What follows belongs to an exercise in optimizing a design on an open flow for small area and a short achievable clock period; a production flow would make more cautious choices.
The RTL was checked by simulation tests, not by an equivalence proof against the original design.

==> xenon: inputs <==
==> flow/design.v (excerpt) <==
module Algorithmic_Multiplier(
    input signed [15:0] b0, b1, b2, b3,
    input signed [15:0] x0, x1, x2, x3,
    input clk,
    output signed [15:0] y0, y1, y2, y3
);
    reg [15:0] xr0, xr1, xr2, xr3, br0, br1, br2, br3;
    always @(posedge clk) begin
        xr0 <= x0; xr1 <= x1; xr2 <= x2; xr3 <= x3;
        br0 <= b0; br1 <= b1; br2 <= b2; br3 <= b3;
    end
    reg xr0_12_r1;
    reg xr0_13_r1;
    reg xr0_14_r1;
    reg xr1_12_r1;
    reg xr1_13_r1;
    reg xr1_14_r1;
    reg xr2_12_r1;
    reg xr2_13_r1;
    reg xr2_14_r1;
    reg xr3_12_r1;
    reg xr3_13_r1;
    reg xr3_14_r1;
    reg br0_12_r1;
    reg br0_13_r1;
    reg br0_14_r1;
    reg br1_12_r1;
    reg br1_13_r1;
    reg br1_14_r1;
    reg br2_12_r1;
    reg br2_13_r1;
    reg br2_14_r1;
    reg br3_12_r1;
    reg br3_13_r1;
    reg br3_14_r1;
    reg hc317_r1;
    reg fc347_r1;
    reg fs349_r1;
    reg fc350_r1;
    reg fs385_r1;
    reg x418_r1;
    reg hc737_r1;
    reg fc767_r1;
    reg fs769_r1;
    reg fc770_r1;
    reg fs805_r1;
    reg x838_r1;
    reg hc1157_r1;
    reg fc1187_r1;
    reg fs1189_r1;
    reg fc1190_r1;
    reg fs1225_r1;
    reg x1258_r1;
    reg p1261_r1;
    reg hs1381_r1;
    reg hs1387_r1;
    reg hs1396_r1;
    reg hs1408_r1;
    reg hs1423_r1;
    reg hs1423_r2;
    reg hs1441_r1;
    reg hs1441_r2;
    reg hs1462_r1;
    reg hs1462_r2;
    reg hs1486_r1;
    reg hs1486_r2;
    reg hs1513_r1;
    reg hs1513_r2;
    reg hs1543_r1;
    reg hs1543_r2;
    reg hs1576_r1;
    reg hs1576_r2;
    reg hc1577_r1;
    reg fc1607_r1;
    reg fs1609_r1;
    reg fc1610_r1;
    reg hs1612_r2;
    reg fs1645_r1;
    reg hs1651_r2;
    reg x1678_r1;
    reg x1680_r2;
    reg fs1714_r1;
    reg fc1715_r1;
    reg x1726_r1;
    reg n1740_r1;
    reg n1741_r1;
    reg n1742_r1;
    reg fs1773_r1;
    reg fs1776_r1;
    reg fc1777_r1;
    reg x1788_r1;
    reg fs1823_r1;
    reg fc1824_r1;
    reg x1835_r1;
    reg n1849_r1;
    reg n1850_r1;
    reg n1851_r1;
    reg fs1885_r1;
    reg fc1886_r1;
    reg x1897_r1;
    reg hs1899_r1;
    reg fs1902_r1;
    reg fs1905_r1;
    reg fs1908_r1;
    reg fs1911_r1;
    reg fs1914_r1;
    reg fs1917_r1;
    reg fs1920_r1;
    reg fs1923_r1;
    reg fs1926_r1;
    reg fs1929_r1;
    reg fc1930_r1;
    reg hs1946_r1;
    reg fs1949_r1;
    reg fs1952_r1;
    reg fs1955_r1;
    reg fs1958_r1;
  ...
export LEC_CHECK = 0
export CAP_MARGIN = 20
export CORE_MARGIN = 2
export CORE_UTILIZATION = 40
export SLEW_MARGIN = 20
export SYNTH_HIERARCHICAL = 1
export SYNTH_MINIMUM_KEEP_SIZE = 0
create_clock -name core_clock -period 21.0 [get_ports {clk}]
standard.sh (not shown) runs the stock make flow with config.mk's settings and CLKGATE_MAP_FILE= SYNTH_SCRIPT=/design/flow/synth_recipe.tcl, a recipe that flattens the netlist after the stock synthesis.
==> flow/flow/run.sh <==
#!/bin/bash
# Standard ORFS layout, with the port buffers chosen here instead of by buffer_ports' default.
set -euo pipefail
W=$PWD
export DONT_BUFFER_PORTS=1
export PRE_GLOBAL_PLACE_TCL=$W/flow/ports.tcl
bash standard.sh > $W/standard_make.log 2>&1
==> flow/flow/ports.tcl <==
# Buffer every input and output port: small buffers on the inputs, a stronger one on the outputs.
buffer_ports -inputs -buffer_cell sky130_fd_sc_hd__buf_1
buffer_ports -outputs -buffer_cell sky130_fd_sc_hd__buf_4
==> sierra (differences from xenon) <==
==> flow/run.sh (new file) <==
#!/bin/bash
# synth_recipe.tcl (not shown) runs the flow's synth.tcl, then flattens the netlist and writes it again
# the make line also repeats each setting of config.mk as NAME=value (left out here)
make -C /OpenROAD-flow-scripts/flow DESIGN_CONFIG=/design/flow/config.mk WORK_HOME=/design/flow/orfs CLKGATE_MAP_FILE= SYNTH_SCRIPT=/design/flow/synth_recipe.tcl finish
removed: flow/flow/run.sh
removed: flow/flow/ports.tcl
removed: flow/standard.sh
==> onyx (differences from xenon) <==
--- a/flow/flow/run.sh
+++ b/flow/flow/run.sh
@@ -4,4 +4,5 @@
 W=$PWD
 export DONT_BUFFER_PORTS=1
 export PRE_GLOBAL_PLACE_TCL=$W/flow/ports.tcl
+export SETUP_SLACK_MARGIN=15.5
 bash standard.sh > $W/standard_make.log 2>&1
==> notes.md <==
metric                                                                                      onyx                     xenon                    sierra
Maximum clock skew at final layout                                                     0.0555 ns                 0.0546 ns                 0.0463 ns
Vias in the first global route                                                             27.8k                     27.6k                     28.9k
Slew at the pin closest to its max-slew limit                                           0.951 ns                  0.978 ns                   1.12 ns
Non-filler instance count after layout                                                      4989                      4938                      5121
Weighted congestion reported at the end of routability-driven placement                    0.929                     0.929                     0.941
Crit-path slowest cell                                                     sky130_fd_sc_hd__fa_2  sky130_fd_sc_hd__dfxtp_1  sky130_fd_sc_hd__dfxtp_1
Outcome                                                                  complete, no violations   complete, no violations   complete, no violations
Met1 track demand over resource                                                            0.302                     0.296                     0.298

==> static timing again, ports no longer ideal <==
How much do the figures lean on ideal ports? The routed layouts below were timed once more, with nothing changed but the port constraints.
Step 1 sets driving cells, clkbuf_16 on the clock port and buf_2 on the other inputs (assumed; they add their load-dependent delay and slew).
Step 2 also shifts input and output timing later by t, the mid clock arrival at the registers, as if the neighbouring blocks saw the same clock.
a / b / c = ideal / step 1 / step 2; a / b = the first two.
run | shift t [ns] | setup WS [ns] | clock arrival spread, ns | slew at the worst register clock pin (ns) | worst slew at a driven data input, ns
xenon | 0.709 | 14.971 / 14.971 / 14.971 | 0.056 / 0.055 | 0.07 / 0.07 | 0.14
sierra | 0.716 | 14.977 / 14.977 / 14.977 | 0.047 / 0.047 | 0.07 / 0.07 | 0.07
onyx | 0.713 | 15.548 / 15.548 / 15.548 | 0.057 / 0.057 | 0.07 / 0.07 | 0.15
After both steps every run listed still meets setup and hold.
